Background: an optimization exercise with open tools, aiming at small area. Do not read the settings as production practice.
Function was checked by simulation only, so behaviour that the tests miss may differ from the original.

## P
==> flow/design.v <==
module ppm_decoder(clk, rst, ppm, ch_flat);
input logic clk;
input logic rst;
input logic ppm;
output logic [155:0] ch_flat;
logic [9:0] ch [0:12];
logic [9:0] pm [0:12];
logic [19:0] ring [0:12];  
genvar gi;
generate
	for (gi = 0; gi < 13; gi = gi + 1) begin : g_flat
		assign ch_flat[gi*12 +: 12] = {2'b00, ch[gi]};
	end
endgenerate
logic [9:0] v;
logic [2:0] ph;
logic last_ppm;
logic [3:0] chi;
wire edge_p = ppm & ~last_ppm;
wire sync = ph[2] & ph[1];
wire we = edge_p & ~sync & (chi < 4'd13);
wire v_wrap = (v == 10'd999) | (ph == 3'd5);
wire x_hi = (ph == 3'd2) | (ph == 3'd3) | ((ph == 3'd4) & (v < 10'd96));
wire [9:0] x = (ph == 3'd1) ? v : (x_hi ? 10'd999 : 10'd0);
logic [3:0] phase;
logic [3:0] sp;
logic sweep;
wire [3:0] rq = (chi < 4'd13) ? chi : 4'd0;
wire svc = (sp != rq) & (phase == sp);
wire [9:0] r_h1 = sweep ? 10'd0 : ring[0][9:0];
wire [9:0] r_h2 = sweep ? 10'd0 : ring[0][19:10];
wire [9:0] px = pm[phase];
function automatic logic le10(input logic [9:0] p, input logic [9:0] q);
	logic r;
	integer k;
	r = 1'b1;
	for (k = 0; k < 10; k = k + 1)
		r = (p[k] == q[k]) ? r : q[k];
	le10 = r;
endfunction
wire ab = le10(r_h1, r_h2);
wire xa = le10(px, r_h1);
wire xb = le10(px, r_h2);
wire m_x = xa ^ xb;
wire m_2 = ~m_x & (ab ^ xa);
wire m_1 = ~m_x & ~(ab ^ xa);
wire [9:0] med = ({10{m_x}} & px) | ({10{m_2}} & r_h2) | ({10{m_1}} & r_h1);
wire [12:0] wr;
wire [12:0] sv;
wire [12:0] kc;
wire [12:0] kp;
genvar gc;
generate
	for (gc = 0; gc < 13; gc = gc + 1) begin : g_ch
		assign wr[gc] = rst & we & (chi == gc);
		assign sv[gc] = rst & svc & (phase == gc);
		assign kc[gc] = rst & ~(we & (chi == gc));
		assign kp[gc] = rst & ~(we & (chi == gc)) & ~(svc & (phase == gc));
		always @(posedge clk) begin
			ch[gc] <= ({10{wr[gc]}} & pm[gc]) | ({10{kc[gc]}} & ch[gc]);
			pm[gc] <= ({10{wr[gc]}} & x) | ({10{sv[gc]}} & med) | ({10{kp[gc]}} & pm[gc]);
		end
	end
endgenerate
integer k;
always @(posedge clk) begin
	for (k = 0; k < 12; k = k + 1)
		ring[k] <= ring[k + 1];
	ring[12] <= svc ? {r_h1, px} : {r_h2, r_h1};
end
always @(posedge clk) begin
	if (~rst) begin
		v <= 10'd0;
		ph <= 3'd0;
		last_ppm <= 1'b1;
		chi <= 4'd0;
		phase <= 4'd0;
		sp <= 4'd0;
		sweep <= 1'b1;
	end else begin
		last_ppm <= ppm;
		phase <= (phase == 4'd12) ? 4'd0 : phase + 4'd1;
		if (phase == 4'd12) sweep <= 1'b0;
		if (edge_p) begin
			v <= 10'd1;
			ph <= 3'd0;
			if (sync) begin
				chi <= 4'd0;
				sp <= 4'd0;
			end else begin
				chi <= chi + 4'd1;
			end
		end else if (!sync) begin
			if (v_wrap) begin
				v <= 10'd0;
				ph <= ph + 3'd1;
			end else begin
				v <= v + 10'd1;
			end
		end
		if (svc) sp <= (sp == 4'd12) ? 4'd0 : sp + 4'd1;
	end
end
endmodule
export LEC_CHECK = 0
export CAP_MARGIN = 20
export CORE_MARGIN = 2
export CORE_UTILIZATION = 50
export PLACE_DENSITY = 0.75
export SLEW_MARGIN = 20
create_clock -name core_clock -period 10.0 [get_ports {clk}]
standard.sh (not shown) runs the stock make flow with config.mk's settings and CLKGATE_MAP_FILE= SYNTH_SCRIPT=/design/flow/synth_recipe.tcl, a recipe that flattens the netlist after the stock synthesis.
==> flow/flow/run.sh <==
#!/bin/bash
# Own layout flow: the standard flow (standard.sh) with
#  - synthesis mapped by an area-oriented ABC script (flow/synth.tcl, flow/abc.script);
#    registers, their names and cells are the standard synthesis's,
#  - the constant-0 outputs driven by one tie cell instead of one per port
#    (flow/merge_ties.tcl, run on the floorplan),
#  - minimum-size buffers on the ports,
#  - a clock tree of small buffers without dummy loads.
# Logs: make's output in flow_make_*.log, the tie step's in merge_ties.log, and each
# ORFS tool's full log under orfs/logs.
set -euo pipefail
W=$(pwd)
export OWN_WORK=$W
export OWN_ABC_SCRIPT=$W/flow/abc.script
CTS="-sink_clustering_enable -repair_clock_nets -dont_use_dummy_load"
CTS="$CTS -buf_list sky130_fd_sc_hd__clkbuf_4 -sink_clustering_size 9 -sink_clustering_max_diameter 45"
ARGS=(SYNTH_SCRIPT=$W/flow/synth.tcl
  "BUFFER_PORTS_ARGS=-buffer_cell sky130_fd_sc_hd__buf_1"
  "CTS_ARGS=$CTS")
bash standard.sh "${ARGS[@]}" floorplan > $W/flow_make_1.log 2>&1
R=$W/orfs/results/sky130hd/ppm_decoder/base
ODB_IN=$R/2_floorplan.odb ODB_OUT=$R/2_floorplan.odb \
  openroad -no_init -exit $W/flow/merge_ties.tcl > $W/merge_ties.log 2>&1
bash standard.sh "${ARGS[@]}" finish > $W/flow_make_2.log 2>&1
Other scripts of this flow, unchanged in this note and not shown: flow/flow/abc.script, flow/flow/merge_ties.tcl, flow/flow/synth.tcl
Input-level comparison between Q and P:
==> flow/design.v <==
module ppm_decoder(clk, rst, ppm, ch_flat);
input logic clk;
input logic rst;
input logic ppm;
output logic [155:0] ch_flat;
logic [9:0] ch [0:12];
logic [9:0] pm [0:12];
logic [19:0] ring [0:12];  
genvar gi;
generate
	for (gi = 0; gi < 13; gi = gi + 1) begin : g_flat
		assign ch_flat[gi*12 +: 12] = {2'b00, ch[gi]};
	end
endgenerate
logic [9:0] v;
logic [2:0] ph;
logic last_ppm;
logic [3:0] chi;
wire edge_p = ppm & ~last_ppm;
wire sync = ph[2] & ph[1];
wire we = edge_p & ~sync & (chi < 4'd13);
wire v_wrap = (v == 10'd999) | (ph == 3'd5);
wire x_hi = (ph == 3'd2) | (ph == 3'd3) | ((ph == 3'd4) & (v < 10'd96));
wire [9:0] x = (ph == 3'd1) ? v : (x_hi ? 10'd999 : 10'd0);
logic [3:0] phase;
logic [3:0] sp;
logic sweep;
wire [3:0] rq = (chi < 4'd13) ? chi : 4'd0;
wire svc = (sp != rq) & (phase == sp);
wire [9:0] r_h1 = ring[0][9:0];
wire [9:0] r_h2 = ring[0][19:10];
wire [9:0] px = pm[phase];
function automatic logic le10(input logic [9:0] p, input logic [9:0] q);
	logic r;
	integer k;
	r = 1'b1;
	for (k = 0; k < 10; k = k + 1)
		r = (p[k] == q[k]) ? r : q[k];
	le10 = r;
endfunction
wire ab = le10(r_h1, r_h2);
wire xa = le10(px, r_h1);
wire xb = le10(px, r_h2);
wire m_x = xa ^ xb;
wire m_2 = ~m_x & (ab ^ xa);
wire m_1 = ~m_x & ~(ab ^ xa);
wire [9:0] med = ({10{m_x}} & px) | ({10{m_2}} & r_h2) | ({10{m_1}} & r_h1);
wire [12:0] wr;
wire [12:0] sv;
wire [12:0] kc;
wire [12:0] kp;
genvar gc;
generate
	for (gc = 0; gc < 13; gc = gc + 1) begin : g_ch
		assign wr[gc] = rst & we & (chi == gc);
		assign sv[gc] = rst & svc & (phase == gc);
		assign kc[gc] = rst & ~(we & (chi == gc));
		assign kp[gc] = rst & ~(we & (chi == gc)) & ~(svc & (phase == gc));
		always @(posedge clk) begin
			ch[gc] <= ({10{wr[gc]}} & pm[gc]) | ({10{kc[gc]}} & ch[gc]);
			pm[gc] <= ({10{wr[gc]}} & x) | ({10{sv[gc]}} & med) | ({10{kp[gc]}} & pm[gc]);
		end
	end
endgenerate
integer k;
always @(posedge clk) begin
	for (k = 0; k < 12; k = k + 1)
		ring[k] <= ring[k + 1];
	ring[12] <= svc ? {r_h1, px} : (sweep ? 20'd0 : ring[0]);
end
always @(posedge clk) begin
	if (~rst) begin
		v <= 10'd0;
		ph <= 3'd0;
		last_ppm <= 1'b1;
		chi <= 4'd0;
		phase <= 4'd0;
		sp <= 4'd0;
		sweep <= 1'b1;
	end else begin
		last_ppm <= ppm;
		phase <= (phase == 4'd12) ? 4'd0 : phase + 4'd1;
		if (phase == 4'd12) sweep <= 1'b0;
		if (edge_p) begin
			v <= 10'd1;
			ph <= 3'd0;
			if (sync) begin
				chi <= 4'd0;
				sp <= 4'd0;
			end else begin
				chi <= chi + 4'd1;
			end
		end else if (v_wrap) begin
			v <= 10'd0;
			if (!sync) ph <= ph + 3'd1;
		end else begin
			v <= v + 10'd1;
		end
		if (svc) sp <= (sp == 4'd12) ? 4'd0 : sp + 4'd1;
	end
end
endmodule
Findings:
- Between Q and P, it is Q whose clock buffer instance count of the final layout is higher, by 1.4%.
- In the reports for Q and P, the smaller number of inserted diodes belongs to Q.
- Comparing Q and P, the higher die area is on P.
- Relative to P, area of all placed cells without fillers has decreased by about 0.7% in Q.
- Compared with P, Q degrades final hold slack.
- Diff P -> Q | number of instances in the synthesized netlist | decrease of 23
- Re post-route minimum period: P was higher than Q.
- Between Q and P, it is Q whose proportion of cell area occupied by multi-input gates is lower, by 0.39 points.

afterwards: timing with drivers on the ports:
No port has a modelled driver above. Below, the same layouts with a new extraction and two added sets of constraints.
Step 1 assumes that a clkbuf_16 drives the clock port and a buf_2 every other input.
Step 2 also shifts input and output timing later by t, the mid clock arrival at the registers, as if the neighbouring blocks saw the same clock.
Slacks: no drivers / after step 1 / after step 2; pairs: no drivers / after step 1.
run	t (ns)	slack for setup (ns)	worst setup path after step 2	worst data-port slew with drivers (ns)
P	0.798	3.068 / 3.068 / 3.068	register to register	0.03
Q	0.758	3.322 / 3.322 / 3.322	register to register	0.03
After both steps every run listed still meets setup and hold.
